This is an optimization exercise on Yosys and OpenROAD, whose aim is small area, a short achievable clock period and few clock cycles, not a production implementation.
Only simulation tests tie the RTL to the original design; equivalence was not proved.

`flow/design.v`:
```
module geofence(clk, reset, X, Y, valid, is_inside);
input clk;
input reset;
input [9:0] X;
input [9:0] Y;
output reg valid;
output reg is_inside;
reg [3:0] t;
reg [9:0] px, py;            
reg [19:0] buf0, buf1, buf2;   
reg sx, sy;                  
reg [9:0] mx, my;            
reg lsx, lsy, rsx, rsy;
reg [9:0] lmx, lmy, rmx, rmy;
reg ins;
reg [3:0] hp;                
reg [12:0] ahx, ahy, bhx, bhy;   
reg aglo, aplo, bglo, bplo;
wire s0 = t == 4'd2 || t == 4'd3 || t == 4'd5 || t == 4'd7 || t == 4'd9 || t == 4'd11;
wire s2 = t == 4'd5 || t == 4'd7 || t == 4'd9 || t == 4'd11 || t == 4'd13;
wire [19:0] vin = (t == 4'd2 || t == 4'd7) ? buf0 : (t == 4'd3 || t == 4'd9) ? buf1 : buf2;
wire [10:0] dx = {1'b0, vin[19:10]} - {1'b0, px};
wire [10:0] dy = {1'b0, vin[9:0]} - {1'b0, py};
wire [9:0] ax = (dx[9:0] ^ {10{dx[10]}}) + {9'd0, dx[10]};
wire [9:0] ay = (dy[9:0] ^ {10{dy[10]}}) + {9'd0, dy[10]};
wire [3:0] side = {Y < py, Y > py, X < px, X > px};
wire early_out = |(hp & side);
wire zx = mx == 10'd0, zy = my == 10'd0;
wire zlx = lmx == 10'd0, zly = lmy == 10'd0;
wire zrx = rmx == 10'd0, zry = rmy == 10'd0;
wire [12:0] ahx_d, ahy_d;
wire aglo_d, aplo_d, a_le, a_dn;
xs1 ua1(.a(lmx), .b(my), .c(lmy), .d(mx), .hx(ahx_d), .hy(ahy_d), .glo(aglo_d), .plo(aplo_d));
xs2 ua2(.hx(ahx), .hy(ahy), .glo(aglo), .plo(aplo), .le(a_le), .lt(a_dn));
wire a_dz = a_le && !a_dn;
wire a_s1 = lsx ^ sy, a_s2 = lsy ^ sx;
wire a_nz = !(zlx || zy) || !(zly || zx);
wire an = (a_s1 == a_s2) ? (a_s1 ? !(a_dn || a_dz) : a_dn) : (a_s1 && a_nz);
wire az = (a_s1 == a_s2) ? a_dz : !a_nz;
wire ap = !an && !az;
wire [12:0] bhx_d, bhy_d;
wire bglo_d, bplo_d, b_le, b_dn;
xs1 ub1(.a(mx), .b(rmy), .c(my), .d(rmx), .hx(bhx_d), .hy(bhy_d), .glo(bglo_d), .plo(bplo_d));
xs2 ub2(.hx(bhx), .hy(bhy), .glo(bglo), .plo(bplo), .le(b_le), .lt(b_dn));
wire b_dz = b_le && !b_dn;
wire b_s1 = sx ^ rsy, b_s2 = sy ^ rsx;
wire b_nz = !(zx || zry) || !(zy || zrx);
wire bn = (b_s1 == b_s2) ? (b_s1 ? !(b_dn || b_dz) : b_dn) : (b_s1 && b_nz);
wire bz = (b_s1 == b_s2) ? b_dz : !b_nz;
wire bp = !bn && !bz;
wire opp = (!zx && (sx ^ lsx)) || (!zy && (sy ^ lsy));
wire hit = (zx && zy) || (an && (bn || bz)) || (az && bn) || (az && bz && opp);
wire early = t == 4'd6 && (ins || early_out);
wire last = s2 && t != 4'd5 && (ins || hit || t == 4'd13);
always @(posedge clk or posedge reset) begin
    if (reset) t <= 4'd0;
    else if (valid) t <= 4'd0;
    else t <= t + 4'd1;
end
always @(posedge clk) begin
    ahx <= ahx_d; ahy <= ahy_d; aglo <= aglo_d; aplo <= aplo_d;
    bhx <= bhx_d; bhy <= bhy_d; bglo <= bglo_d; bplo <= bplo_d;
    if (s0) begin
        sx <= dx[10]; mx <= ax;
        sy <= dy[10]; my <= ay;
    end
end
always @(posedge clk) begin
    if (t == 4'd0) begin
        px <= X;
        py <= Y;
    end
    if (t == 4'd1 || t == 4'd4) buf0 <= {X, Y};
    if (t == 4'd2 || t == 4'd5) buf1 <= {X, Y};
    if (t == 4'd3 || t == 4'd6) buf2 <= {X, Y};
    if (t == 4'd1) hp <= side;
    else if (t <= 4'd5) hp <= hp & side;
    if (t == 4'd3) begin
        lsx <= sx; lmx <= mx; lsy <= sy; lmy <= my;
        rsx <= sx; rmx <= mx; rsy <= sy; rmy <= my;
        ins <= zx && zy;
    end else if (s2) begin
        if (hit) ins <= 1'b1;
        if (an && bp) begin lsx <= sx; lmx <= mx; lsy <= sy; lmy <= my; end
        if (ap && bn) begin rsx <= sx; rmx <= mx; rsy <= sy; rmy <= my; end
    end
end
always @(posedge clk or posedge reset) begin
    if (reset) begin
        valid <= 1'b0;
        is_inside <= 1'b0;
    end else begin
        valid <= !valid && (early || last);
        is_inside <= early ? ins : (ins || hit);
    end
end
endmodule
module xs1(input [9:0] a, input [9:0] b, input [9:0] c, input [9:0] d,
           output [12:0] hx, output [12:0] hy, output glo, output plo);
wire t1 = (a[0] & b[9]) ^ ~(c[0] & d[9]) ^ (a[1] & b[8]);
wire t2 = ((a[0] & b[9]) & ~(c[0] & d[9])) | ((a[0] & b[9]) & (a[1] & b[8])) | (~(c[0] & d[9]) & (a[1] & b[8]));
wire t3 = (a[1] & b[9]) ^ ~(c[1] & d[9]);
wire t4 = (a[1] & b[9]) & ~(c[1] & d[9]);
wire t5 = (a[0] & b[6]) ^ ~(c[0] & d[6]) ^ (a[1] & b[5]);
wire t6 = ((a[0] & b[6]) & ~(c[0] & d[6])) | ((a[0] & b[6]) & (a[1] & b[5])) | (~(c[0] & d[6]) & (a[1] & b[5]));
wire t7 = (a[0] & b[7]) ^ ~(c[0] & d[7]) ^ (a[1] & b[6]);
wire t8 = ((a[0] & b[7]) & ~(c[0] & d[7])) | ((a[0] & b[7]) & (a[1] & b[6])) | (~(c[0] & d[7]) & (a[1] & b[6]));
wire t9 = ~(c[1] & d[6]) ^ (a[2] & b[5]) ^ ~(c[2] & d[5]);
wire t10 = (~(c[1] & d[6]) & (a[2] & b[5])) | (~(c[1] & d[6]) & ~(c[2] & d[5])) | ((a[2] & b[5]) & ~(c[2] & d[5]));
wire t11 = (a[3] & b[4]) ^ ~(c[3] & d[4]);
wire t12 = (a[3] & b[4]) & ~(c[3] & d[4]);
wire t13 = (a[0] & b[8]) ^ ~(c[0] & d[8]) ^ (a[1] & b[7]);
wire t14 = ((a[0] & b[8]) & ~(c[0] & d[8])) | ((a[0] & b[8]) & (a[1] & b[7])) | (~(c[0] & d[8]) & (a[1] & b[7]));
wire t15 = ~(c[1] & d[7]) ^ (a[2] & b[6]) ^ ~(c[2] & d[6]);
wire t16 = (~(c[1] & d[7]) & (a[2] & b[6])) | (~(c[1] & d[7]) & ~(c[2] & d[6])) | ((a[2] & b[6]) & ~(c[2] & d[6]));
wire t17 = (a[3] & b[5]) ^ ~(c[3] & d[5]) ^ (a[4] & b[4]);
wire t18 = ((a[3] & b[5]) & ~(c[3] & d[5])) | ((a[3] & b[5]) & (a[4] & b[4])) | (~(c[3] & d[5]) & (a[4] & b[4]));
wire t19 = ~(c[4] & d[4]) ^ (a[5] & b[3]) ^ ~(c[5] & d[3]);
wire t20 = (~(c[4] & d[4]) & (a[5] & b[3])) | (~(c[4] & d[4]) & ~(c[5] & d[3])) | ((a[5] & b[3]) & ~(c[5] & d[3]));
wire t21 = (a[6] & b[2]) ^ ~(c[6] & d[2]);
wire t22 = (a[6] & b[2]) & ~(c[6] & d[2]);
wire t23 = ~(c[1] & d[8]) ^ (a[2] & b[7]) ^ ~(c[2] & d[7]);
wire t24 = (~(c[1] & d[8]) & (a[2] & b[7])) | (~(c[1] & d[8]) & ~(c[2] & d[7])) | ((a[2] & b[7]) & ~(c[2] & d[7]));
wire t25 = (a[3] & b[6]) ^ ~(c[3] & d[6]) ^ (a[4] & b[5]);
wire t26 = ((a[3] & b[6]) & ~(c[3] & d[6])) | ((a[3] & b[6]) & (a[4] & b[5])) | (~(c[3] & d[6]) & (a[4] & b[5]));
wire t27 = ~(c[4] & d[5]) ^ (a[5] & b[4]) ^ ~(c[5] & d[4]);
wire t28 = (~(c[4] & d[5]) & (a[5] & b[4])) | (~(c[4] & d[5]) & ~(c[5] & d[4])) | ((a[5] & b[4]) & ~(c[5] & d[4]));
wire t29 = (a[6] & b[3]) ^ ~(c[6] & d[3]) ^ (a[7] & b[2]);
wire t30 = ((a[6] & b[3]) & ~(c[6] & d[3])) | ((a[6] & b[3]) & (a[7] & b[2])) | (~(c[6] & d[3]) & (a[7] & b[2]));
wire t31 = ~(c[7] & d[2]) ^ (a[8] & b[1]) ^ ~(c[8] & d[1]);
wire t32 = (~(c[7] & d[2]) & (a[8] & b[1])) | (~(c[7] & d[2]) & ~(c[8] & d[1])) | ((a[8] & b[1]) & ~(c[8] & d[1]));
wire t33 = (a[9] & b[0]) ^ ~(c[9] & d[0]);
wire t34 = (a[9] & b[0]) & ~(c[9] & d[0]);
wire t35 = (a[2] & b[8]) ^ ~(c[2] & d[8]) ^ (a[3] & b[7]);
wire t36 = ((a[2] & b[8]) & ~(c[2] & d[8])) | ((a[2] & b[8]) & (a[3] & b[7])) | (~(c[2] & d[8]) & (a[3] & b[7]));
wire t37 = ~(c[3] & d[7]) ^ (a[4] & b[6]) ^ ~(c[4] & d[6]);
wire t38 = (~(c[3] & d[7]) & (a[4] & b[6])) | (~(c[3] & d[7]) & ~(c[4] & d[6])) | ((a[4] & b[6]) & ~(c[4] & d[6]));
wire t39 = (a[5] & b[5]) ^ ~(c[5] & d[5]) ^ (a[6] & b[4]);
wire t40 = ((a[5] & b[5]) & ~(c[5] & d[5])) | ((a[5] & b[5]) & (a[6] & b[4])) | (~(c[5] & d[5]) & (a[6] & b[4]));
wire t41 = ~(c[6] & d[4]) ^ (a[7] & b[3]) ^ ~(c[7] & d[3]);
wire t42 = (~(c[6] & d[4]) & (a[7] & b[3])) | (~(c[6] & d[4]) & ~(c[7] & d[3])) | ((a[7] & b[3]) & ~(c[7] & d[3]));
wire t43 = (a[8] & b[2]) ^ ~(c[8] & d[2]) ^ (a[9] & b[1]);
wire t44 = ((a[8] & b[2]) & ~(c[8] & d[2])) | ((a[8] & b[2]) & (a[9] & b[1])) | (~(c[8] & d[2]) & (a[9] & b[1]));
wire t45 = ~(c[9] & d[1]) ^ 1'b1 ^ t2;
wire t46 = (~(c[9] & d[1]) & 1'b1) | (~(c[9] & d[1]) & t2) | (1'b1 & t2);
wire t47 = (a[2] & b[9]) ^ ~(c[2] & d[9]) ^ (a[3] & b[8]);
wire t48 = ((a[2] & b[9]) & ~(c[2] & d[9])) | ((a[2] & b[9]) & (a[3] & b[8])) | (~(c[2] & d[9]) & (a[3] & b[8]));
wire t49 = ~(c[3] & d[8]) ^ (a[4] & b[7]) ^ ~(c[4] & d[7]);
wire t50 = (~(c[3] & d[8]) & (a[4] & b[7])) | (~(c[3] & d[8]) & ~(c[4] & d[7])) | ((a[4] & b[7]) & ~(c[4] & d[7]));
wire t51 = (a[5] & b[6]) ^ ~(c[5] & d[6]) ^ (a[6] & b[5]);
wire t52 = ((a[5] & b[6]) & ~(c[5] & d[6])) | ((a[5] & b[6]) & (a[6] & b[5])) | (~(c[5] & d[6]) & (a[6] & b[5]));
wire t53 = ~(c[6] & d[5]) ^ (a[7] & b[4]) ^ ~(c[7] & d[4]);
wire t54 = (~(c[6] & d[5]) & (a[7] & b[4])) | (~(c[6] & d[5]) & ~(c[7] & d[4])) | ((a[7] & b[4]) & ~(c[7] & d[4]));
wire t55 = (a[8] & b[3]) ^ ~(c[8] & d[3]) ^ (a[9] & b[2]);
wire t56 = ((a[8] & b[3]) & ~(c[8] & d[3])) | ((a[8] & b[3]) & (a[9] & b[2])) | (~(c[8] & d[3]) & (a[9] & b[2]));
wire t57 = (a[3] & b[9]) ^ ~(c[3] & d[9]) ^ (a[4] & b[8]);
wire t58 = ((a[3] & b[9]) & ~(c[3] & d[9])) | ((a[3] & b[9]) & (a[4] & b[8])) | (~(c[3] & d[9]) & (a[4] & b[8]));
wire t59 = ~(c[4] & d[8]) ^ (a[5] & b[7]) ^ ~(c[5] & d[7]);
wire t60 = (~(c[4] & d[8]) & (a[5] & b[7])) | (~(c[4] & d[8]) & ~(c[5] & d[7])) | ((a[5] & b[7]) & ~(c[5] & d[7]));
wire t61 = (a[6] & b[6]) ^ ~(c[6] & d[6]) ^ (a[7] & b[5]);
wire t62 = ((a[6] & b[6]) & ~(c[6] & d[6])) | ((a[6] & b[6]) & (a[7] & b[5])) | (~(c[6] & d[6]) & (a[7] & b[5]));
wire t63 = (a[4] & b[9]) ^ ~(c[4] & d[9]) ^ (a[5] & b[8]);
wire t64 = ((a[4] & b[9]) & ~(c[4] & d[9])) | ((a[4] & b[9]) & (a[5] & b[8])) | (~(c[4] & d[9]) & (a[5] & b[8]));
wire t65 = (a[0] & b[4]) ^ ~(c[0] & d[4]) ^ (a[1] & b[3]);
wire t66 = ((a[0] & b[4]) & ~(c[0] & d[4])) | ((a[0] & b[4]) & (a[1] & b[3])) | (~(c[0] & d[4]) & (a[1] & b[3]));
wire t67 = (a[0] & b[5]) ^ ~(c[0] & d[5]) ^ (a[1] & b[4]);
wire t68 = ((a[0] & b[5]) & ~(c[0] & d[5])) | ((a[0] & b[5]) & (a[1] & b[4])) | (~(c[0] & d[5]) & (a[1] & b[4]));
wire t69 = ~(c[1] & d[4]) ^ (a[2] & b[3]) ^ ~(c[2] & d[3]);
wire t70 = (~(c[1] & d[4]) & (a[2] & b[3])) | (~(c[1] & d[4]) & ~(c[2] & d[3])) | ((a[2] & b[3]) & ~(c[2] & d[3]));
wire t71 = (a[3] & b[2]) ^ ~(c[3] & d[2]);
wire t72 = (a[3] & b[2]) & ~(c[3] & d[2]);
wire t73 = ~(c[1] & d[5]) ^ (a[2] & b[4]) ^ ~(c[2] & d[4]);
wire t74 = (~(c[1] & d[5]) & (a[2] & b[4])) | (~(c[1] & d[5]) & ~(c[2] & d[4])) | ((a[2] & b[4]) & ~(c[2] & d[4]));
wire t75 = (a[3] & b[3]) ^ ~(c[3] & d[3]) ^ (a[4] & b[2]);
wire t76 = ((a[3] & b[3]) & ~(c[3] & d[3])) | ((a[3] & b[3]) & (a[4] & b[2])) | (~(c[3] & d[3]) & (a[4] & b[2]));
wire t77 = ~(c[4] & d[2]) ^ (a[5] & b[1]) ^ ~(c[5] & d[1]);
wire t78 = (~(c[4] & d[2]) & (a[5] & b[1])) | (~(c[4] & d[2]) & ~(c[5] & d[1])) | ((a[5] & b[1]) & ~(c[5] & d[1]));
wire t79 = (a[6] & b[0]) ^ ~(c[6] & d[0]);
wire t80 = (a[6] & b[0]) & ~(c[6] & d[0]);
wire t81 = (a[4] & b[3]) ^ ~(c[4] & d[3]) ^ (a[5] & b[2]);
wire t82 = ((a[4] & b[3]) & ~(c[4] & d[3])) | ((a[4] & b[3]) & (a[5] & b[2])) | (~(c[4] & d[3]) & (a[5] & b[2]));
wire t83 = ~(c[5] & d[2]) ^ (a[6] & b[1]) ^ ~(c[6] & d[1]);
wire t84 = (~(c[5] & d[2]) & (a[6] & b[1])) | (~(c[5] & d[2]) & ~(c[6] & d[1])) | ((a[6] & b[1]) & ~(c[6] & d[1]));
wire t85 = (a[7] & b[0]) ^ ~(c[7] & d[0]) ^ 1'b1;
wire t86 = ((a[7] & b[0]) & ~(c[7] & d[0])) | ((a[7] & b[0]) & 1'b1) | (~(c[7] & d[0]) & 1'b1);
wire t87 = t6 ^ t7 ^ t9;
wire t88 = (t6 & t7) | (t6 & t9) | (t7 & t9);
wire t89 = (a[7] & b[1]) ^ ~(c[7] & d[1]) ^ (a[8] & b[0]);
wire t90 = ((a[7] & b[1]) & ~(c[7] & d[1])) | ((a[7] & b[1]) & (a[8] & b[0])) | (~(c[7] & d[1]) & (a[8] & b[0]));
wire t91 = ~(c[8] & d[0]) ^ 1'b1 ^ t8;
wire t92 = (~(c[8] & d[0]) & 1'b1) | (~(c[8] & d[0]) & t8) | (1'b1 & t8);
wire t93 = t10 ^ t12 ^ t13;
wire t94 = (t10 & t12) | (t10 & t13) | (t12 & t13);
wire t95 = t15 ^ t17 ^ t19;
wire t96 = (t15 & t17) | (t15 & t19) | (t17 & t19);
wire t97 = 1'b1 ^ t1 ^ t14;
wire t98 = (1'b1 & t1) | (1'b1 & t14) | (t1 & t14);
wire t99 = t16 ^ t18 ^ t20;
wire t100 = (t16 & t18) | (t16 & t20) | (t18 & t20);
wire t101 = t22 ^ t23 ^ t25;
wire t102 = (t22 & t23) | (t22 & t25) | (t23 & t25);
wire t103 = t27 ^ t29 ^ t31;
wire t104 = (t27 & t29) | (t27 & t31) | (t29 & t31);
wire t105 = t3 ^ t24 ^ t26;
wire t106 = (t3 & t24) | (t3 & t26) | (t24 & t26);
wire t107 = t28 ^ t30 ^ t32;
wire t108 = (t28 & t30) | (t28 & t32) | (t30 & t32);
wire t109 = t34 ^ t35 ^ t37;
wire t110 = (t34 & t35) | (t34 & t37) | (t35 & t37);
wire t111 = t39 ^ t41 ^ t43;
wire t112 = (t39 & t41) | (t39 & t43) | (t41 & t43);
wire t113 = ~(c[9] & d[2]) ^ t4 ^ t36;
wire t114 = (~(c[9] & d[2]) & t4) | (~(c[9] & d[2]) & t36) | (t4 & t36);
wire t115 = t38 ^ t40 ^ t42;
wire t116 = (t38 & t40) | (t38 & t42) | (t40 & t42);
wire t117 = t44 ^ t46 ^ t47;
wire t118 = (t44 & t46) | (t44 & t47) | (t46 & t47);
wire t119 = t49 ^ t51 ^ t53;
wire t120 = (t49 & t51) | (t49 & t53) | (t51 & t53);
wire t121 = ~(c[7] & d[5]) ^ (a[8] & b[4]) ^ ~(c[8] & d[4]);
wire t122 = (~(c[7] & d[5]) & (a[8] & b[4])) | (~(c[7] & d[5]) & ~(c[8] & d[4])) | ((a[8] & b[4]) & ~(c[8] & d[4]));
wire t123 = (a[9] & b[3]) ^ ~(c[9] & d[3]) ^ t48;
wire t124 = ((a[9] & b[3]) & ~(c[9] & d[3])) | ((a[9] & b[3]) & t48) | (~(c[9] & d[3]) & t48);
wire t125 = t50 ^ t52 ^ t54;
wire t126 = (t50 & t52) | (t50 & t54) | (t52 & t54);
wire t127 = t56 ^ t57 ^ t59;
wire t128 = (t56 & t57) | (t56 & t59) | (t57 & t59);
wire t129 = ~(c[5] & d[8]) ^ (a[6] & b[7]) ^ ~(c[6] & d[7]);
wire t130 = (~(c[5] & d[8]) & (a[6] & b[7])) | (~(c[5] & d[8]) & ~(c[6] & d[7])) | ((a[6] & b[7]) & ~(c[6] & d[7]));
wire t131 = (a[7] & b[6]) ^ ~(c[7] & d[6]) ^ (a[8] & b[5]);
wire t132 = ((a[7] & b[6]) & ~(c[7] & d[6])) | ((a[7] & b[6]) & (a[8] & b[5])) | (~(c[7] & d[6]) & (a[8] & b[5]));
wire t133 = ~(c[8] & d[5]) ^ (a[9] & b[4]) ^ ~(c[9] & d[4]);
wire t134 = (~(c[8] & d[5]) & (a[9] & b[4])) | (~(c[8] & d[5]) & ~(c[9] & d[4])) | ((a[9] & b[4]) & ~(c[9] & d[4]));
wire t135 = t58 ^ t60 ^ t62;
wire t136 = (t58 & t60) | (t58 & t62) | (t60 & t62);
wire t137 = (a[5] & b[9]) ^ ~(c[5] & d[9]) ^ (a[6] & b[8]);
wire t138 = ((a[5] & b[9]) & ~(c[5] & d[9])) | ((a[5] & b[9]) & (a[6] & b[8])) | (~(c[5] & d[9]) & (a[6] & b[8]));
wire t139 = ~(c[6] & d[8]) ^ (a[7] & b[7]) ^ ~(c[7] & d[7]);
wire t140 = (~(c[6] & d[8]) & (a[7] & b[7])) | (~(c[6] & d[8]) & ~(c[7] & d[7])) | ((a[7] & b[7]) & ~(c[7] & d[7]));
wire t141 = (a[8] & b[6]) ^ ~(c[8] & d[6]) ^ (a[9] & b[5]);
wire t142 = ((a[8] & b[6]) & ~(c[8] & d[6])) | ((a[8] & b[6]) & (a[9] & b[5])) | (~(c[8] & d[6]) & (a[9] & b[5]));
wire t143 = (a[6] & b[9]) ^ ~(c[6] & d[9]) ^ (a[7] & b[8]);
wire t144 = ((a[6] & b[9]) & ~(c[6] & d[9])) | ((a[6] & b[9]) & (a[7] & b[8])) | (~(c[6] & d[9]) & (a[7] & b[8]));
wire t145 = (a[0] & b[2]) ^ ~(c[0] & d[2]);
wire t146 = (a[0] & b[2]) & ~(c[0] & d[2]);
wire t147 = (a[0] & b[3]) ^ ~(c[0] & d[3]) ^ (a[1] & b[2]);
wire t148 = ((a[0] & b[3]) & ~(c[0] & d[3])) | ((a[0] & b[3]) & (a[1] & b[2])) | (~(c[0] & d[3]) & (a[1] & b[2]));
wire t149 = ~(c[1] & d[2]) ^ (a[2] & b[1]) ^ ~(c[2] & d[1]);
wire t150 = (~(c[1] & d[2]) & (a[2] & b[1])) | (~(c[1] & d[2]) & ~(c[2] & d[1])) | ((a[2] & b[1]) & ~(c[2] & d[1]));
wire t151 = ~(c[1] & d[3]) ^ (a[2] & b[2]) ^ ~(c[2] & d[2]);
wire t152 = (~(c[1] & d[3]) & (a[2] & b[2])) | (~(c[1] & d[3]) & ~(c[2] & d[2])) | ((a[2] & b[2]) & ~(c[2] & d[2]));
wire t153 = (a[3] & b[1]) ^ ~(c[3] & d[1]) ^ (a[4] & b[0]);
wire t154 = ((a[3] & b[1]) & ~(c[3] & d[1])) | ((a[3] & b[1]) & (a[4] & b[0])) | (~(c[3] & d[1]) & (a[4] & b[0]));
wire t155 = ~(c[4] & d[0]) ^ 1'b1;
wire t156 = ~(c[4] & d[0]) & 1'b1;
wire t157 = (a[4] & b[1]) ^ ~(c[4] & d[1]) ^ (a[5] & b[0]);
wire t158 = ((a[4] & b[1]) & ~(c[4] & d[1])) | ((a[4] & b[1]) & (a[5] & b[0])) | (~(c[4] & d[1]) & (a[5] & b[0]));
wire t159 = ~(c[5] & d[0]) ^ 1'b1 ^ t66;
wire t160 = (~(c[5] & d[0]) & 1'b1) | (~(c[5] & d[0]) & t66) | (1'b1 & t66);
wire t161 = t67 ^ t69 ^ t71;
wire t162 = (t67 & t69) | (t67 & t71) | (t69 & t71);
wire t163 = 1'b1 ^ t5 ^ t68;
wire t164 = (1'b1 & t5) | (1'b1 & t68) | (t5 & t68);
wire t165 = t70 ^ t72 ^ t73;
wire t166 = (t70 & t72) | (t70 & t73) | (t72 & t73);
wire t167 = t75 ^ t77 ^ t79;
wire t168 = (t75 & t77) | (t75 & t79) | (t77 & t79);
wire t169 = t11 ^ t74 ^ t76;
wire t170 = (t11 & t74) | (t11 & t76) | (t74 & t76);
wire t171 = t78 ^ t80 ^ t81;
wire t172 = (t78 & t80) | (t78 & t81) | (t80 & t81);
wire t173 = t83 ^ t85 ^ t87;
wire t174 = (t83 & t85) | (t83 & t87) | (t85 & t87);
wire t175 = t21 ^ t82 ^ t84;
wire t176 = (t21 & t82) | (t21 & t84) | (t82 & t84);
wire t177 = t86 ^ t88 ^ t89;
wire t178 = (t86 & t88) | (t86 & t89) | (t88 & t89);
wire t179 = t91 ^ t93 ^ t95;
wire t180 = (t91 & t93) | (t91 & t95) | (t93 & t95);
wire t181 = t33 ^ t90 ^ t92;
wire t182 = (t33 & t90) | (t33 & t92) | (t90 & t92);
wire t183 = t94 ^ t96 ^ t97;
wire t184 = (t94 & t96) | (t94 & t97) | (t96 & t97);
wire t185 = t99 ^ t101 ^ t103;
wire t186 = (t99 & t101) | (t99 & t103) | (t101 & t103);
wire t187 = t45 ^ t98 ^ t100;
wire t188 = (t45 & t98) | (t45 & t100) | (t98 & t100);
wire t189 = t102 ^ t104 ^ t105;
wire t190 = (t102 & t104) | (t102 & t105) | (t104 & t105);
wire t191 = t107 ^ t109 ^ t111;
wire t192 = (t107 & t109) | (t107 & t111) | (t109 & t111);
wire t193 = t55 ^ t106 ^ t108;
wire t194 = (t55 & t106) | (t55 & t108) | (t106 & t108);
wire t195 = t110 ^ t112 ^ t113;
wire t196 = (t110 & t112) | (t110 & t113) | (t112 & t113);
wire t197 = t115 ^ t117 ^ t119;
wire t198 = (t115 & t117) | (t115 & t119) | (t117 & t119);
wire t199 = t61 ^ t114 ^ t116;
wire t200 = (t61 & t114) | (t61 & t116) | (t114 & t116);
wire t201 = t118 ^ t120 ^ t121;
wire t202 = (t118 & t120) | (t118 & t121) | (t120 & t121);
wire t203 = t123 ^ t125 ^ t127;
wire t204 = (t123 & t125) | (t123 & t127) | (t125 & t127);
wire t205 = t63 ^ t122 ^ t124;
wire t206 = (t63 & t122) | (t63 & t124) | (t122 & t124);
wire t207 = t126 ^ t128 ^ t129;
wire t208 = (t126 & t128) | (t126 & t129) | (t128 & t129);
wire t209 = t131 ^ t133 ^ t135;
wire t210 = (t131 & t133) | (t131 & t135) | (t133 & t135);
wire t211 = ~(c[9] & d[5]) ^ t64 ^ t130;
wire t212 = (~(c[9] & d[5]) & t64) | (~(c[9] & d[5]) & t130) | (t64 & t130);
wire t213 = t132 ^ t134 ^ t136;
wire t214 = (t132 & t134) | (t132 & t136) | (t134 & t136);
wire t215 = t137 ^ t139 ^ t141;
wire t216 = (t137 & t139) | (t137 & t141) | (t139 & t141);
wire t217 = ~(c[7] & d[8]) ^ (a[8] & b[7]) ^ ~(c[8] & d[7]);
wire t218 = (~(c[7] & d[8]) & (a[8] & b[7])) | (~(c[7] & d[8]) & ~(c[8] & d[7])) | ((a[8] & b[7]) & ~(c[8] & d[7]));
wire t219 = (a[9] & b[6]) ^ ~(c[9] & d[6]) ^ t138;
wire t220 = ((a[9] & b[6]) & ~(c[9] & d[6])) | ((a[9] & b[6]) & t138) | (~(c[9] & d[6]) & t138);
wire t221 = t140 ^ t142 ^ t143;
wire t222 = (t140 & t142) | (t140 & t143) | (t142 & t143);
wire t223 = (a[7] & b[9]) ^ ~(c[7] & d[9]) ^ (a[8] & b[8]);
wire t224 = ((a[7] & b[9]) & ~(c[7] & d[9])) | ((a[7] & b[9]) & (a[8] & b[8])) | (~(c[7] & d[9]) & (a[8] & b[8]));
wire t225 = ~(c[8] & d[8]) ^ (a[9] & b[7]) ^ ~(c[9] & d[7]);
wire t226 = (~(c[8] & d[8]) & (a[9] & b[7])) | (~(c[8] & d[8]) & ~(c[9] & d[7])) | ((a[9] & b[7]) & ~(c[9] & d[7]));
wire t227 = (a[0] & b[1]) ^ ~(c[0] & d[1]);
wire t228 = (a[0] & b[1]) & ~(c[0] & d[1]);
wire t229 = (a[1] & b[1]) ^ ~(c[1] & d[1]) ^ (a[2] & b[0]);
wire t230 = ((a[1] & b[1]) & ~(c[1] & d[1])) | ((a[1] & b[1]) & (a[2] & b[0])) | (~(c[1] & d[1]) & (a[2] & b[0]));
wire t231 = ~(c[2] & d[0]) ^ 1'b1;
wire t232 = ~(c[2] & d[0]) & 1'b1;
wire t233 = (a[3] & b[0]) ^ ~(c[3] & d[0]) ^ 1'b1;
wire t234 = ((a[3] & b[0]) & ~(c[3] & d[0])) | ((a[3] & b[0]) & 1'b1) | (~(c[3] & d[0]) & 1'b1);
wire t235 = t146 ^ t147 ^ t149;
wire t236 = (t146 & t147) | (t146 & t149) | (t147 & t149);
wire t237 = t65 ^ t148 ^ t150;
wire t238 = (t65 & t148) | (t65 & t150) | (t148 & t150);
wire t239 = t151 ^ t153 ^ t155;
wire t240 = (t151 & t153) | (t151 & t155) | (t153 & t155);
wire t241 = t152 ^ t154 ^ t156;
wire t242 = (t152 & t154) | (t152 & t156) | (t154 & t156);
wire t243 = t157 ^ t159 ^ t161;
wire t244 = (t157 & t159) | (t157 & t161) | (t159 & t161);
wire t245 = t158 ^ t160 ^ t162;
wire t246 = (t158 & t160) | (t158 & t162) | (t160 & t162);
wire t247 = t163 ^ t165 ^ t167;
wire t248 = (t163 & t165) | (t163 & t167) | (t165 & t167);
wire t249 = t164 ^ t166 ^ t168;
wire t250 = (t164 & t166) | (t164 & t168) | (t166 & t168);
wire t251 = t169 ^ t171 ^ t173;
wire t252 = (t169 & t171) | (t169 & t173) | (t171 & t173);
wire t253 = t170 ^ t172 ^ t174;
wire t254 = (t170 & t172) | (t170 & t174) | (t172 & t174);
wire t255 = t175 ^ t177 ^ t179;
wire t256 = (t175 & t177) | (t175 & t179) | (t177 & t179);
wire t257 = t176 ^ t178 ^ t180;
wire t258 = (t176 & t178) | (t176 & t180) | (t178 & t180);
wire t259 = t181 ^ t183 ^ t185;
wire t260 = (t181 & t183) | (t181 & t185) | (t183 & t185);
wire t261 = t182 ^ t184 ^ t186;
wire t262 = (t182 & t184) | (t182 & t186) | (t184 & t186);
wire t263 = t187 ^ t189 ^ t191;
wire t264 = (t187 & t189) | (t187 & t191) | (t189 & t191);
wire t265 = t188 ^ t190 ^ t192;
wire t266 = (t188 & t190) | (t188 & t192) | (t190 & t192);
wire t267 = t193 ^ t195 ^ t197;
wire t268 = (t193 & t195) | (t193 & t197) | (t195 & t197);
wire t269 = t194 ^ t196 ^ t198;
wire t270 = (t194 & t196) | (t194 & t198) | (t196 & t198);
wire t271 = t199 ^ t201 ^ t203;
wire t272 = (t199 & t201) | (t199 & t203) | (t201 & t203);
wire t273 = t200 ^ t202 ^ t204;
wire t274 = (t200 & t202) | (t200 & t204) | (t202 & t204);
wire t275 = t205 ^ t207 ^ t209;
wire t276 = (t205 & t207) | (t205 & t209) | (t207 & t209);
wire t277 = t206 ^ t208 ^ t210;
wire t278 = (t206 & t208) | (t206 & t210) | (t208 & t210);
wire t279 = t211 ^ t213 ^ t215;
wire t280 = (t211 & t213) | (t211 & t215) | (t213 & t215);
wire t281 = t212 ^ t214 ^ t216;
wire t282 = (t212 & t214) | (t212 & t216) | (t214 & t216);
wire t283 = t217 ^ t219 ^ t221;
wire t284 = (t217 & t219) | (t217 & t221) | (t219 & t221);
wire t285 = t144 ^ t218 ^ t220;
wire t286 = (t144 & t218) | (t144 & t220) | (t218 & t220);
wire t287 = t222 ^ t223 ^ t225;
wire t288 = (t222 & t223) | (t222 & t225) | (t223 & t225);
wire t289 = (a[8] & b[9]) ^ ~(c[8] & d[9]) ^ (a[9] & b[8]);
wire t290 = ((a[8] & b[9]) & ~(c[8] & d[9])) | ((a[8] & b[9]) & (a[9] & b[8])) | (~(c[8] & d[9]) & (a[9] & b[8]));
wire t291 = ~(c[9] & d[8]) ^ t224 ^ t226;
wire t292 = (~(c[9] & d[8]) & t224) | (~(c[9] & d[8]) & t226) | (t224 & t226);
wire t293 = (a[1] & b[0]) ^ ~(c[1] & d[0]);
wire t294 = (a[1] & b[0]) & ~(c[1] & d[0]);
wire t295 = t145 ^ t228 ^ t229;
wire t296 = (t145 & t228) | (t145 & t229) | (t228 & t229);
wire t297 = t230 ^ t232 ^ t233;
wire t298 = (t230 & t232) | (t230 & t233) | (t232 & t233);
wire t299 = t234 ^ t236 ^ t237;
wire t300 = (t234 & t236) | (t234 & t237) | (t236 & t237);
wire t301 = t238 ^ t240 ^ t241;
wire t302 = (t238 & t240) | (t238 & t241) | (t240 & t241);
wire t303 = t242 ^ t244 ^ t245;
wire t304 = (t242 & t244) | (t242 & t245) | (t244 & t245);
wire t305 = t246 ^ t248 ^ t249;
wire t306 = (t246 & t248) | (t246 & t249) | (t248 & t249);
wire t307 = t250 ^ t252 ^ t253;
wire t308 = (t250 & t252) | (t250 & t253) | (t252 & t253);
wire t309 = t254 ^ t256 ^ t257;
wire t310 = (t254 & t256) | (t254 & t257) | (t256 & t257);
wire t311 = t258 ^ t260 ^ t261;
wire t312 = (t258 & t260) | (t258 & t261) | (t260 & t261);
wire t313 = t262 ^ t264 ^ t265;
wire t314 = (t262 & t264) | (t262 & t265) | (t264 & t265);
wire t315 = t266 ^ t268 ^ t269;
wire t316 = (t266 & t268) | (t266 & t269) | (t268 & t269);
wire t317 = t270 ^ t272 ^ t273;
wire t318 = (t270 & t272) | (t270 & t273) | (t272 & t273);
wire t319 = t274 ^ t276 ^ t277;
wire t320 = (t274 & t276) | (t274 & t277) | (t276 & t277);
wire t321 = t278 ^ t280 ^ t281;
wire t322 = (t278 & t280) | (t278 & t281) | (t280 & t281);
wire t323 = t282 ^ t284 ^ t285;
wire t324 = (t282 & t284) | (t282 & t285) | (t284 & t285);
wire t325 = t286 ^ t288 ^ t289;
wire t326 = (t286 & t288) | (t286 & t289) | (t288 & t289);
wire t327 = (a[9] & b[9]) ^ ~(c[9] & d[9]) ^ t290;
wire t328 = ((a[9] & b[9]) & ~(c[9] & d[9])) | ((a[9] & b[9]) & t290) | (~(c[9] & d[9]) & t290);
wire t329 = 1'b1 ^ t227;
wire t330 = 1'b1 & t227;
wire t331 = t231 ^ t294 ^ t295;
wire t332 = (t231 & t294) | (t231 & t295) | (t294 & t295);
wire t333 = t235 ^ t296 ^ t297;
wire t334 = (t235 & t296) | (t235 & t297) | (t296 & t297);
wire t335 = t239 ^ t298 ^ t299;
wire t336 = (t239 & t298) | (t239 & t299) | (t298 & t299);
wire t337 = t243 ^ t300 ^ t301;
wire t338 = (t243 & t300) | (t243 & t301) | (t300 & t301);
wire t339 = t247 ^ t302 ^ t303;
wire t340 = (t247 & t302) | (t247 & t303) | (t302 & t303);
wire t341 = t251 ^ t304 ^ t305;
wire t342 = (t251 & t304) | (t251 & t305) | (t304 & t305);
wire t343 = t255 ^ t306 ^ t307;
wire t344 = (t255 & t306) | (t255 & t307) | (t306 & t307);
wire t345 = t259 ^ t308 ^ t309;
wire t346 = (t259 & t308) | (t259 & t309) | (t308 & t309);
wire t347 = t263 ^ t310 ^ t311;
wire t348 = (t263 & t310) | (t263 & t311) | (t310 & t311);
wire t349 = t267 ^ t312 ^ t313;
wire t350 = (t267 & t312) | (t267 & t313) | (t312 & t313);
wire t351 = t271 ^ t314 ^ t315;
wire t352 = (t271 & t314) | (t271 & t315) | (t314 & t315);
wire t353 = t275 ^ t316 ^ t317;
wire t354 = (t275 & t316) | (t275 & t317) | (t316 & t317);
wire t355 = t279 ^ t318 ^ t319;
wire t356 = (t279 & t318) | (t279 & t319) | (t318 & t319);
wire t357 = t283 ^ t320 ^ t321;
wire t358 = (t283 & t320) | (t283 & t321) | (t320 & t321);
wire t359 = t287 ^ t322 ^ t323;
wire t360 = (t287 & t322) | (t287 & t323) | (t322 & t323);
wire t361 = t291 ^ t324 ^ t325;
wire t362 = (t291 & t324) | (t291 & t325) | (t324 & t325);
wire t363 = t292 ^ t326 ^ t327;
wire t364 = (t292 & t326) | (t292 & t327) | (t326 & t327);
wire [20:0] x = {1'b1, t328, t362, t360, t358, t356, t354, t352, t350, t348, t346, t344, t342, t340, t338, t336, t334, t332, t330, t293, (a[0] & b[0])};
wire [20:0] y = {1'b0, t364, t363, t361, t359, t357, t355, t353, t351, t349, t347, t345, t343, t341, t339, t337, t335, t333, t331, t329, ~(c[0] & d[0])};
assign hx = x[20:8];
assign hy = y[20:8];
wire [7:0] g = x[7:0] & y[7:0];
wire [7:0] p = x[7:0] | y[7:0];
wire lG1 = g[1] | (p[1] & g[0]);
wire lP1 = p[1] & p[0];
wire lG2 = g[3] | (p[3] & g[2]);
wire lP2 = p[3] & p[2];
wire lG3 = lG2 | (lP2 & lG1);
wire lP3 = lP2 & lP1;
wire lG4 = g[5] | (p[5] & g[4]);
wire lP4 = p[5] & p[4];
wire lG5 = g[7] | (p[7] & g[6]);
wire lP5 = p[7] & p[6];
wire lG6 = lG5 | (lP5 & lG4);
wire lP6 = lP5 & lP4;
wire lG7 = lG6 | (lP6 & lG3);
wire lP7 = lP6 & lP3;
assign glo = lG7;
assign plo = lP7;
endmodule
module xs2(input [12:0] hx, input [12:0] hy, input glo, input plo, output le, output lt);
wire [11:0] g = hx[11:0] & hy[11:0];
wire [11:0] p = hx[11:0] | hy[11:0];
wire hG1 = g[2] | (p[2] & g[1]);
wire hP1 = p[2] & p[1];
wire hG2 = hG1 | (hP1 & g[0]);
wire hP2 = hP1 & p[0];
wire hG3 = g[5] | (p[5] & g[4]);
wire hP3 = p[5] & p[4];
wire hG4 = hG3 | (hP3 & g[3]);
wire hP4 = hP3 & p[3];
wire hG5 = hG4 | (hP4 & hG2);
wire hP5 = hP4 & hP2;
wire hG6 = g[8] | (p[8] & g[7]);
wire hP6 = p[8] & p[7];
wire hG7 = hG6 | (hP6 & g[6]);
wire hP7 = hP6 & p[6];
wire hG8 = g[11] | (p[11] & g[10]);
wire hP8 = p[11] & p[10];
wire hG9 = hG8 | (hP8 & g[9]);
wire hP9 = hP8 & p[9];
wire hG10 = hG9 | (hP9 & hG7);
wire hP10 = hP9 & hP7;
wire hG11 = hG10 | (hP10 & hG5);
wire hP11 = hP10 & hP5;
wire top = hx[12] ^ hy[12];
wire gall = hG11 | (hP11 & glo);
wire pall = hP11 & plo;
assign le = top ^ gall;
assign lt = top ^ (gall | pall);
endmodule
```
`flow/flow/run.sh`:
```
#!/bin/bash
# The standard layout, with one extra step between synthesis and floorplan:
# invopt.py removes the inverters that Yosys's full-adder extraction leaves between
# adders (see invopt.py). Each tool's output goes to a log of its own.
set -euo pipefail
R=orfs/results/$FLOW_PLATFORM/geofence/base
LIB=$FLOW_HOME/platforms/$FLOW_PLATFORM/lib/sky130_fd_sc_hd__tt_025C_1v80.lib
bash standard.sh synth > synth.log 2>&1
cp $R/1_2_yosys.v 1_2_yosys.synth.v
python3 flow/invopt.py $LIB 1_2_yosys.synth.v 1_2_yosys.invopt.v > invopt.log 2>&1
cp 1_2_yosys.invopt.v $R/1_2_yosys.v
bash standard.sh "CTS_ARGS=-sink_clustering_enable -repair_clock_nets -buf_list {sky130_fd_sc_hd__clkbuf_4 sky130_fd_sc_hd__clkbuf_8} -sink_clustering_size 20 -sink_clustering_max_diameter 60 -dont_use_dummy_load" finish > layout.log 2>&1
```
`flow/flow/invopt.py`:
```
#!/usr/bin/env python3
"""Polarity clean-up of a mapped sky130hd netlist (Yosys write_verilog output).

Yosys's extract_fa maps many full adders in inverted form (inverted inputs and outputs),
which leaves inverters between adders. A full adder is self-dual: FA(~a,~b,~c) gives
(~sum, ~cout). This script removes every inverter, then picks for each full adder whether
to use it inverted, and for some single-output gates whether to swap them for their
complement (and2 <-> nand2, ...), so that as few inverters as possible are needed; it
then adds one inverter per signal whose complement is still needed. The function of the
netlist and its registers are unchanged.

usage: invopt.py lib in.v out.v"""
import re, sys, random

lib_path, src, dst = sys.argv[1:4]
P = "sky130_fd_sc_hd__"

# cell areas and pin directions from the liberty file
areas, pins, cur, curpin = {}, {}, None, None
for line in open(lib_path):
    m = re.match(r'\s*cell \("(\w+)"\)', line)
    if m:
        cur = m.group(1); pins[cur] = {}; continue
    m = re.match(r'\s*area\s*:\s*([0-9.]+)', line)
    if m and cur and cur not in areas:
        areas[cur] = float(m.group(1))
    m = re.match(r'\s*pin \("(\w+)"\)', line)
    if m and cur:
        curpin = m.group(1); continue
    m = re.match(r'\s*direction\s*:\s*"?(\w+)"?', line)
    if m and cur and curpin:
        pins[cur][curpin] = m.group(1); curpin = None

PAIRS = [("and2", "nand2"), ("or2", "nor2"), ("xor2", "xnor2"), ("and3", "nand3"),
         ("or3", "nor3"), ("and4", "nand4"), ("or4", "nor4"), ("a21o", "a21oi"),
         ("o21a", "o21ai"), ("a22o", "a22oi"), ("o22a", "o22ai"), ("a211o", "a211oi"),
         ("o211a", "o211ai"), ("a31o", "a31oi"), ("o31a", "o31ai"), ("xor3", "xnor3"),
         ("buf", "inv"), ("clkbuf", "inv"), ("a221o", "a221oi"), ("o221a", "o221ai"),
         ("a41o", "a41oi"), ("o41a", "o41ai"), ("a32o", "a32oi"), ("o32a", "o32ai"),
         ("mux2", "mux2i")]
COMP = {}
for a, b, d in [(a, b, d) for a, b in PAIRS for d in ("_4", "_2", "_1")] + \
        [(b, a, d) for a, b in PAIRS for d in ("_4", "_2", "_1")]:
    x, y = P + a + d, P + b + "_1"
    if a == "inv":
        continue
    if x in pins and y in pins:
        ix = sorted(p for p, d in pins[x].items() if d == "input")
        iy = sorted(p for p, d in pins[y].items() if d == "input")
        ox = [p for p, d in pins[x].items() if d == "output"]
        oy = [p for p, d in pins[y].items() if d == "output"]
        if ix == iy and len(ox) == 1 and len(oy) == 1:
            COMP[x] = (y, ox[0], oy[0])
INV = re.compile(P + r"(inv|clkinv)_\d+$")
FA = P + "fa_1"
HA = P + "ha_1"

text = open(src).read()
mod = re.search(r"module\s+(\w+)\s*\((.*?)\);(.*)endmodule", text, re.S)
body = mod.group(3)
outputs = set()
for m in re.finditer(r"^\s*output\s+(\[[^\]]*\]\s*)?(\w+)\s*;", body, re.M):
    outputs.add(m.group(2))
inputs = set()
for m in re.finditer(r"^\s*input\s+(\[[^\]]*\]\s*)?(\w+)\s*;", body, re.M):
    inputs.add(m.group(2))

cell_re = re.compile(r"^\s*(" + P + r"\w+)\s+(\S+)\s*\((.*?)\);", re.M | re.S)
pin_re = re.compile(r"\.(\w+)\(\s*(.*?)\s*\)\s*(?:,|$)", re.S)
cells = []
for m in cell_re.finditer(body):
    t, name, conns = m.group(1), m.group(2), m.group(3)
    pc = [(p, n.strip()) for p, n in pin_re.findall(conns)]
    cells.append([t, name, pc])
if re.search(r"^\s*assign\s", body, re.M):
    sys.exit("netlist has assign statements")
other = cell_re.sub("", body)

def is_out(t, p):
    return pins[t].get(p) == "output"

# nets driven by inverters: net -> input net
inv_of = {}
for t, name, pc in cells:
    if INV.match(t):
        d = dict(pc); inv_of[d["Y"]] = d["A"]
def base(n):
    pol = 0
    while n in inv_of:
        n = inv_of[n]; pol ^= 1
    return n, pol

for o in outputs:
    if base(o)[1] or o in inv_of:
        sys.exit("output port driven by an inverter")

# variables: full adders (flip all pins) and complementable gates (flip the output)
var_of_cell = {}
driver_var = {}   # base net -> var index (its physical polarity)
nvar = 0
ctype = []
for i, (t, name, pc) in enumerate(cells):
    if INV.match(t):
        continue
    if t == FA or t in COMP or t == HA:
        var_of_cell[i] = nvar; ctype.append(t); nvar += 1
        if t != HA:
            for p, n in pc:
                if is_out(t, p):
                    driver_var[n] = var_of_cell[i]
val = [0] * nvar

# loads: (cell index, pin, base net, literal polarity, var of load or None)
loads = {}
for i, (t, name, pc) in enumerate(cells):
    if INV.match(t):
        continue
    for p, n in pc:
        if is_out(t, p):
            continue
        b, pol = base(n)
        v = var_of_cell[i] if t in (FA, HA) else None
        loads.setdefault(b, []).append((i, p, pol, v))
for o in outputs:
    loads.setdefault(o, []).append((None, o, 0, None))

sig_of_var = {}
for b in loads:
    if b in driver_var:
        sig_of_var.setdefault(driver_var[b], []).append(b)
for_var_loads = {}
for b, ls in loads.items():
    for (i, p, pol, v) in ls:
        if v is not None:
            for_var_loads.setdefault(v, set()).add(b)

inv_area = areas[P + "inv_1"]
def sig_cost(b):
    ph = val[driver_var[b]] if b in driver_var else 0
    need = False
    for (i, p, pol, v) in loads[b]:
        req = pol ^ (val[v] if v is not None else 0)
        if req != ph:
            need = True; break
    return inv_area if need else 0.0
def var_cost(v):
    t = ctype[v]
    if t == FA:
        return 0.0
    if t == HA:
        return (areas[P + "xor2_1"] + areas[P + "nor2_1"]) if val[v] else areas[t]
    return areas[COMP[t][0]] if val[v] else areas[t]
def touched(v):
    s = set(sig_of_var.get(v, [])) | for_var_loads.get(v, set())
    return s

total = sum(sig_cost(b) for b in loads) + sum(var_cost(v) for v in range(nvar))
start = total + inv_area * 0
orig = sum(areas[t] for t, n, pc in cells if INV.match(t) or t == FA or t in COMP)
order = list(range(nvar))
rng = random.Random(1)
def delta(v):
    ss = touched(v)
    before = sum(sig_cost(b) for b in ss) + var_cost(v)
    val[v] ^= 1
    after = sum(sig_cost(b) for b in ss) + var_cost(v)
    val[v] ^= 1
    return after - before
def descend():
    global total
    improved = True
    while improved:
        improved = False
        rng.shuffle(order)
        for v in order:
            d = delta(v)
            if d < -1e-9 or (d < 1e-9 and rng.random() < 0.3):
                val[v] ^= 1; total += d
                if d < -1e-9:
                    improved = True
descend()
best, best_val = total, list(val)
# simulated annealing over single flips, then a final descent from the best state
import math, os
steps = int(os.environ.get("SA_STEPS", "3000000"))
t0, t1 = 3.0, 0.05
for it in range(steps):
    T = t0 * (t1 / t0) ** (it / steps)
    v = rng.randrange(nvar)
    d = delta(v)
    if d < 1e-9 or rng.random() < math.exp(-d / T):
        val[v] ^= 1
        total += d
        if total < best - 1e-9:
            best, best_val = total, list(val)
val[:] = best_val
total = best
descend()
# rewrite
def W(n):
    return n + " " if n.startswith("\\") else n
new_cells = []
inv_net = {}
k = 0
for b in sorted(loads):
    ph = val[driver_var[b]] if b in driver_var else 0
    for (i, p, pol, v) in loads[b]:
        req = pol ^ (val[v] if v is not None else 0)
        if req != ph and b not in inv_net:
            k += 1
            inv_net[b] = f"invopt_{k}"
            new_cells.append(f"  {P}inv_1 invopt_c{k} (\n    .A({W(b)}),\n    .Y({inv_net[b]})\n  );")
conn = {}
for b, ls in loads.items():
    ph = val[driver_var[b]] if b in driver_var else 0
    for (i, p, pol, v) in ls:
        req = pol ^ (val[v] if v is not None else 0)
        net = b if req == ph else inv_net[b]
        if i is None:
            if net != p:
                sys.exit("output port polarity")
            continue
        conn[(i, p)] = net
conn = {k: W(n) for k, n in conn.items()}
out_cells = []
for i, (t, name, pc) in enumerate(cells):
    if INV.match(t):
        continue
    if t == HA and val[var_of_cell[i]]:
        d = dict(pc)
        a, b = conn[(i, "A")], conn[(i, "B")]
        if "SUM" in d:
            out_cells.append(f"  {P}xor2_1 {name}_s (\n    .A({a}),\n    .B({b}),\n    .X({W(d['SUM'])})\n  );")
        if "COUT" in d:
            out_cells.append(f"  {P}nor2_1 {name}_c (\n    .A({a}),\n    .B({b}),\n    .Y({W(d['COUT'])})\n  );")
        continue
    nt = t
    opin = {}
    if i in var_of_cell and t != FA and val[var_of_cell[i]]:
        nt, po, pn = COMP[t]
        opin[po] = pn
    items = []
    for p, n in pc:
        if is_out(t, p):
            items.append(f"    .{opin.get(p, p)}({W(n)})")
        else:
            items.append(f"    .{p}({conn[(i, p)]})")
    out_cells.append(f"  {nt} {name} (\n" + ",\n".join(items) + "\n  );")
decl = "\n".join(f"  wire {inv_net[b]};" for b in sorted(inv_net, key=lambda b: inv_net[b]))
newbody = other.rstrip() + "\n" + decl + "\n" + "\n".join(out_cells + new_cells) + "\n"
out = text[:mod.start(3)] + newbody + text[mod.end(3):]
open(dst, "w").write(out)
ninv0 = sum(1 for t, n, pc in cells if INV.match(t))
nflip = sum(1 for v in range(nvar) if val[v] and ctype[v] in (FA, HA))
ncomp = sum(1 for v in range(nvar) if val[v] and ctype[v] != FA)
sys.stderr.write(f"invopt: inverters {ninv0} -> {k}, adders flipped {nflip}, gates swapped {ncomp}, "
                 f"area of touched cells {orig:.1f} -> {total:.1f}\n")
```
`flow/standard.sh`:
```
#!/bin/bash
# synth_recipe.tcl (not shown) runs the flow's synth.tcl, then flattens the netlist and writes it again
# the make line also repeats each setting of config.mk as NAME=value (left out here)
make -C /OpenROAD-flow-scripts/flow DESIGN_CONFIG=/design/flow/config.mk WORK_HOME=/design/flow/orfs CLKGATE_MAP_FILE= SYNTH_SCRIPT=/design/flow/synth_recipe.tcl "${@:-finish}"
```
`flow/config.mk`:
```
export PLATFORM = sky130hd
export DESIGN_NAME = geofence
export DESIGN_NICKNAME = geofence
export VERILOG_FILES = /design/flow/design.v
export SDC_FILE = /design/flow/constraint.sdc
export NUM_CORES = 4
export LEC_CHECK = 0
export CAP_MARGIN = 20
export CORE_MARGIN = 2
export CORE_UTILIZATION = 40
export CTS_BUF_LIST = sky130_fd_sc_hd__clkbuf_4 sky130_fd_sc_hd__clkbuf_8
export CTS_CLUSTER_DIAMETER = 60
export CTS_CLUSTER_SIZE = 20
export PLACE_DENSITY = 0.6
export SETUP_SLACK_MARGIN = 5
export SLEW_MARGIN = 20
```
`flow/constraint.sdc`:
```
create_clock -name core_clock -period 12.0 [get_ports {clk}]
set_input_delay 2.4000 -clock core_clock [delete_from_list [all_inputs] [get_ports {clk}]]
set_output_delay 2.4000 -clock core_clock [all_outputs]
set_load 0.01 [all_outputs]
```
==> results.ini, run 1 <==
[outcome]
run_status=no timing/DRC/antenna violations

[global_routing]
antenna_found_initial=0
overflow=0
grt_usage=0.190
grt_pass1_wl_mm=71.3
first_global_vias=13100
grt_max_degree=41

[final_layout]
drive_above_1_share=0.0438
final_cell_mix=328 x fa_1, 245 x nand2_1, 200 x and2_1
mostFrequentLayoutCell=fa_1
nFillCells=4309
final_cells=2252
antenna_cells=0
layout.nets=2049
final_area_mm2=0.0199
area_growth_syn_to_layout_pct=6.39

[sta]
fmax_mhz=194
report.final.slew_viol_count=0
setup_viol=0
hold_violations=0
finalCritPeriodShare=0.430
rsz0062_at_grt=no
tns_ns=0
slew_headroom=0.317
skew_ns=0.127
worstMarginPinSlew_ns=1.02
fin_crit_ns=5.16

[place]
placed_area_mm2=0.0196
place_hpwl_mm=31.0
place_inst=2228
gp_congestion=0.815
portBuffers=23

[cts]
cts_tree=yes
h-tree-depth=1
clockRootBuffer=clkbuf_8
insertion_delay_ns=0.64
postCtsSetupRepairBufs=0
hold_buffers=0
cts_sinks=209
numCtsBuffers=24
cts_buffer_depth=3
path_clk_slew_ns=0.09
post_cts_resized=0

[die]
start_util=0.404
ios=24
die_w_um=220
num_rows=79
coreArea_mm2=0.0464
die_h_um=220
die-area_mm2=0.0485

[yosys]
netlist_instances=1664
syn-num-nets=2066
syn_area_mm2=0.0187
synth-warning-count=1
avgSynthCellArea_um2=11.2

[routing]
drc=0
drtIter0Drc=721
vias_per_cell=5.32
via_count=12000
drtPass1Iterations=5
wire_per_inst_um=19.2
totalWireLength_mm=43.3
antenna_left=0

[worst_setup_path]
critical_path_arrival_ns=5.50
crit_type=reg -> reg
rrSetupSlack_ns=6.84
start_kind=flip-flop
cp_data_required_time_ns=12.33
worstPathMaxFanout=20
cp-end-kind=flip-flop

[worst_hold_path]
hold_path.class=reg -> reg

[job]
max_cap_violations=0

worst paths after layout:
path / endpoint / cells after the start / startpoint
max reg2reg: my[8] / 21 / t[1]
min reg2reg: t[2] / 1 / valid
min: t[2] / 1 / valid
max: my[8] / 21 / t[1]
max in group asynchronous: t[2] / 2 / reset
min in group asynchronous: t[3] / 2 / reset
layer usage:
layer	up-vias	wire length, µm	GRT usage
li1	5406	-	-
met1	6167	18000	0.250
met2	332	21500	0.326
met3	81	2440	0.0283
met4	0	1310	0.0564
met5	-	0	0
sequential cells by signal (all words and copies together), names as in the netlist, 4 cells and up:
name  count
buf1     20
buf2     20
ahx      12
lmx      10
rmy      10
bhx      12
my       10
buf0     20
rmx      10
hp        4
mx       10
lmy      10
py       10
t         4
px       10
bhy      12
ahy      12
critical path, cell delays in order, from the launching register on:
cell	delay, ns
dfrtp_1	0.44
inv_1	0.09
ha_1	0.39
nand2_1	0.12
a21oi_2	0.16
buf_4	0.39
mux2i_1	0.23
nor2_1	0.06
a21oi_1	0.14
ha_1	0.18
inv_1	0.06
fa_1	0.39
a21oi_1	0.21
o211ai_1	0.14
o41a_1	0.32
inv_1	0.13
o21a_1	0.45
xnor2_1	0.18
nor2_1	0.29
o21ai_1	0.17
nor3b_2	0.22
xnor2_1	0.08
per-stage QoR:
stage           util  worst slack, ns  hold slack, ns
2_1_floorplan      -             7.69           0.461
3_5_place_dp   0.422             6.82           0.547
3_3_place_gp   0.422             6.97           0.536
6_report       0.430             6.84           0.574
4_1_cts        0.429             6.80           0.572
5_1_grt        0.430             6.31           0.602
layout make-up:
type,instances,area (µm²),area share
timing repair buffer,48,418,0.0210
multi-input combinational,1282,12400,0.621
tap,607,759,0.0381
clock buffer,24,330,0.0166
sequential,209,5730,0.288
inverter,82,308,0.0155
Testbench counts, summed over its fixed seeds: cycles 75,647.
==> run 2, diff against run 1 <==
--- a/flow/flow/run.sh
+++ b/flow/flow/run.sh
@@ -9,4 +9,4 @@
 cp $R/1_2_yosys.v 1_2_yosys.synth.v
 python3 flow/invopt.py $LIB 1_2_yosys.synth.v 1_2_yosys.invopt.v > invopt.log 2>&1
 cp 1_2_yosys.invopt.v $R/1_2_yosys.v
-bash standard.sh "CTS_ARGS=-sink_clustering_enable -repair_clock_nets -buf_list {sky130_fd_sc_hd__clkbuf_4 sky130_fd_sc_hd__clkbuf_8} -sink_clustering_size 20 -sink_clustering_max_diameter 60 -dont_use_dummy_load" finish > layout.log 2>&1
+bash standard.sh SETUP_SLACK_MARGIN=8 "CTS_ARGS=-sink_clustering_enable -repair_clock_nets -buf_list {sky130_fd_sc_hd__clkbuf_4 sky130_fd_sc_hd__clkbuf_8} -sink_clustering_size 20 -sink_clustering_max_diameter 60 -dont_use_dummy_load" finish > layout.log 2>&1
==> results.ini, run 2 <==
[cts]
clockRootBuffer=clkbuf_8
path_clk_slew_ns=0.09
cts_buffer_depth=3
numCtsBuffers=24
cts_sinks=209
h-tree-depth=1
cts_tree=yes
hold_buffers=0
insertion_delay_ns=0.64

[final_layout]
reg_top3=buf0 (20), buf1 (20), buf2 (20)
antenna_cells=0
mostFrequentLayoutCell=fa_1
final_cells=2395
layout.nets=2192
final_cell_mix=290 x fa_1, 240 x nand2_1, 194 x and2_1
drive_above_1_share=0.197
area_growth_syn_to_layout_pct=17.7

[worst_hold_path]
hold_path.class=reg -> reg
worstHoldStart=valid

[die]
start_util=0.404
ios=24
num_rows=79
coreArea_mm2=0.0464
die-area_mm2=0.0485
die_w_um=220
die_h_um=220

[sta]
fmax_mhz=247
worstMarginPinSlew_ns=1.14
fin_crit_ns=4.04
holdWs_ns=0.502
skew_ns=0.114
setup_viol=0
report.final.slew_viol_count=0
finalCritPeriodShare=0.337
hold_violations=0
rsz0062_at_grt=yes
slew_headroom=0.232
tns_ns=0
fin_ws_ns=7.96

[routing]
totalWireLength_mm=48.4
drtIter0Drc=989
drtPass1Iterations=7
via_count=12800
vias_per_cell=5.36
drc=0
antenna_left=0
wire_per_inst_um=20.2

[worst_setup_path]
cp-end-kind=flip-flop
critical_path_arrival_ns=4.45
worstPathMaxFanout=3
cp_data_required_time_ns=12.41
reg2reg_from=my[3]
crit_start=my[3]
crit_type=reg -> reg
start_kind=flip-flop

[place]
portBuffers=23
place_ws_ns=6.92
gp_congestion=0.829
place_inst=2228
place_hpwl_mm=31.1

[yosys]
netlist_instances=1664
synth-warning-count=1
syn_area_mm2=0.0187
avgSynthCellArea_um2=11.2
syn-num-nets=2066

[global_routing]
antenna_found_initial=1
overflow=0
first_global_vias=13800
grt_pass1_wl_mm=75.6
grt_max_degree=26
grt_usage=0.203

[job]
max_cap_violations=0

[outcome]
run_status=no timing/DRC/antenna violations

==> run 2: cell type report <==
class / instances / area, µm²
clock buffer: 24 / 330
fill: 4094 / 24300
inverter: 82 / 315
multi-input combinational: 1282 / 13000
sequential: 209 / 5730
tap: 607 / 759
timing repair buffer: 191 / 1920
==> run 2: what timing repair did <==
action,CTS,global route
gates cloned,7,4
pin swaps,33,97
endpoints found under the setup margin,58,36
resized for setup,106,145
buffers inserted,63,69
==> run 2: worst max-delay path, stage by stage (launching register included) <==
cell,delay [ns]
edfxtp_1,0.45
buf_12,0.17
and2_4,0.13
fa_1,0.58
fa_2,0.46
fa_2,0.37
fa_1,0.54
fa_1,0.43
inv_2,0.07
nand2b_1,0.06
o221ai_2,0.10
o221ai_2,0.15
maj3_2,0.30
==> run 2: final timing paths <==
path,to,slack (ns),depth (start not counted)
max in group asynchronous,t[3],9.75,2
min reg2reg,t[0],0.50,1
min in group asynchronous,t[0],1.99,2
max,aglo,7.96,12
max reg2reg,aglo,7.96,12
min,t[0],0.50,1
==> run 2: per-stage QoR <==
step / area (µm²) / util
6_report: 22000 / 0.475
5_1_grt: 22000 / 0.475
4_1_cts: 21000 / 0.453
3_5_place_dp: 19700 / 0.424
3_3_place_gp: 19700 / 0.424
2_1_floorplan: 18800 / -
==> run 2: metal layers <==
| metal | wire length, µm | GRT usage | vias up |
|---|---|---|---|
| met5 | 9 | 0 | - |
| met4 | 1760 | 0.0689 | 2 |
| met3 | 3510 | 0.0337 | 114 |
| met2 | 24200 | 0.344 | 454 |
| met1 | 18900 | 0.265 | 6584 |
| li1 | - | - | 5690 |
==> run 3, diff against run 2 <==
--- a/flow/flow/run.sh
+++ b/flow/flow/run.sh
@@ -9,4 +9,4 @@
 cp $R/1_2_yosys.v 1_2_yosys.synth.v
 python3 flow/invopt.py $LIB 1_2_yosys.synth.v 1_2_yosys.invopt.v > invopt.log 2>&1
 cp 1_2_yosys.invopt.v $R/1_2_yosys.v
-bash standard.sh SETUP_SLACK_MARGIN=8 "CTS_ARGS=-sink_clustering_enable -repair_clock_nets -buf_list {sky130_fd_sc_hd__clkbuf_4 sky130_fd_sc_hd__clkbuf_8} -sink_clustering_size 20 -sink_clustering_max_diameter 60 -dont_use_dummy_load" finish > layout.log 2>&1
+bash standard.sh SETUP_SLACK_MARGIN=8.5 "CTS_ARGS=-sink_clustering_enable -repair_clock_nets -buf_list {sky130_fd_sc_hd__clkbuf_4 sky130_fd_sc_hd__clkbuf_8} -sink_clustering_size 20 -sink_clustering_max_diameter 60 -dont_use_dummy_load" finish > layout.log 2>&1
==> results.ini, run 3 <==
[outcome]
run_status=no timing/DRC/antenna violations

[worst_setup_path]
cpMostUsedCell=ha_4
crit_type=reg -> reg
critical_path_arrival_ns=4.40
cp-end-kind=flip-flop
cp_data_required_time_ns=12.34
start_kind=flip-flop
worstPathMaxFanout=5
crit_family=compound AO/OA/AOI/OAI gates
cp_slowest_stage_delay_ns=0.44
critPathBufInv=4
crit_chain=buf_6 -> ha_4 -> nand2_4 -> a21oi_4 -> buf_12 -> buf_4 -> mux2i_1 -> o21ai_0 -> ha_1 -> and3_1 -> a21oi_2 -> a31oi_4 -> a21o_1 -> nand2_2 -> nand2b_4 -> inv_8 -> xnor2_4 -> ha_4 -> nand4_1 -> nor3_2 -> o22ai_2 -> xnor2_1
worst_path_max_delay_cell=dfrtp_2

[sta]
fin_crit_ns=4.06
finalCritPeriodShare=0.339
worstMarginPinSlew_ns=0.706
hold_violations=0
setup_viol=0
report.final.slew_viol_count=0
skew_ns=0.107
rsz0062_at_grt=yes
slew_headroom=0.526
tns_ns=0
fmax_mhz=246

[die]
ios=24
start_util=0.404
coreArea_mm2=0.0464
num_rows=79
die-area_mm2=0.0485
die_h_um=220
die_w_um=220

[final_layout]
register_area_mm2=0.00573
nFillCells=3954
area_growth_syn_to_layout_pct=25.9
reg_top3=buf0 (20), buf1 (20), buf2 (20)
drive_above_1_share=0.329
layout.nets=2270
mostFrequentLayoutCell=nand2_1
final_cell_mix=228 x nand2_1, 175 x fa_1, 165 x buf_4
antenna_cells=0
multiInputGateArea_mm2=0.0136

[routing]
drtPass1Iterations=5
via_count=13300
antenna_left=0
vias_per_cell=5.36
totalWireLength_mm=50.6
drc=0
wire_per_inst_um=20.5
drtIter0Drc=909

[cts]
cts_sinks=209
numCtsBuffers=27
clockRootBuffer=clkbuf_8
insertion_delay_ns=0.65
path_clk_slew_ns=0.09
cts_buffer_depth=3
cts_tree=yes
hold_buffers=0
h-tree-depth=1

[yosys]
netlist_instances=1664
syn_area_mm2=0.0187
synth-warning-count=1
syn-num-nets=2066
avgSynthCellArea_um2=11.2

[job]
max_cap_violations=0

[global_routing]
grt_pass1_wl_mm=78.2
overflow=0
first_global_vias=14300
grt_usage=0.212
grt_max_degree=41
antenna_found_initial=0

[worst_hold_path]
hold_path.class=reg -> reg

[place]
portBuffers=23
gp_congestion=0.808
place_hpwl_mm=31.2

-- run 3: final timing paths --
check,endpoint,cells after the start,from,slack (ns)
worst max-delay path,mx[8],22,t[0],7.94
worst min-delay path,hp[1],2,hp[1],0.59
worst max register to register,mx[8],22,t[0],7.94
worst min register to register,hp[1],2,hp[1],0.59
max in group asynchronous,t[3],2,reset,9.80
min in group asynchronous,is_inside,2,reset,1.97
-- run 3: layout make-up --
cell class                      count  share of cell area
Clock buffer                       27              0.0158
Sequential cell                   209               0.243
Timing Repair Buffer              266               0.119
Inverter                           82              0.0134
Tap cell                          607              0.0322
Multi-Input combinational cell   1282               0.576
-- run 3: timing repair --
| item | in CTS | in global routing |
|---|---|---|
| pin swaps | 142 | 113 |
| setup endpoints to repair | 73 | 91 |
| cloned | 12 | 4 |
| gates resized for setup | 291 | 114 |
| setup buffers | 141 | 59 |
-- run 3: per-stage QoR --
| stage | cell area (µm²) | util | std cells | setup slack [ns] | hold WS (ns) |
|---|---|---|---|---|---|
| detailed placement | 20000 | 0.431 | 2230 | 7.03 | 0.529 |
| global route | 23600 | 0.508 | 2473 | 7.69 | 0.621 |
| finish | 23600 | 0.508 | 2473 | 7.94 | 0.588 |
| CTS | 22600 | 0.487 | 2410 | 7.92 | 0.584 |
| floorplan | 19500 | - | 1664 | 7.94 | 0.471 |
| global placement | 20000 | 0.431 | 2230 | 7.11 | 0.539 |
-- run 3: layer usage --
| metal | share of wire | global-route usage | vias up |
|---|---|---|---|
| li1 | - | - | 5866 |
| met4 | 0.048 | 0.0902 | 2 |
| met5 | 0.0018 | 0.0141 | - |
| met2 | 0.48 | 0.356 | 511 |
| met1 | 0.39 | 0.263 | 6721 |
| met3 | 0.079 | 0.0487 | 153 |
-- run 3: worst min-delay path: stages, from the launching register on --
cell and delay (ns):
edfxtp_1 0.36, a21oi_1 0.05, nor2_1 0.07

## re-timing with driven ports
In the flow no input, the clock included, has a driving cell. The finished layouts below were timed again as built, in two steps. Step 1, drivers: a clkbuf_16 drives clk and a buf_2 each remaining input, both assumed. Step 2 moves the port delays by t, midway between the first and last clock arrival at a register: inputs arrive t later, outputs are due t later. That takes back most of the time a late clock gives input paths. Three values: ideal, step 1, step 2; two values: the first two.
| run | t (ns) | setup WS [ns] | worst data-port slew with drivers (ns) |
|---|---|---|---|
| run 1 | 0.631 | 6.836 / 6.836 / 6.836 | 0.04 |
| run 2 | 0.635 | 7.956 / 7.956 / 7.470 | 0.04 |
| run 3 | 0.642 | 7.937 / 7.937 / 7.589 | 0.05 |
After both steps every run listed still meets setup and hold. For run 2, which loses most, drivers alone change the setup slack by 0.000 ns; drivers and shift together by -0.486 ns.
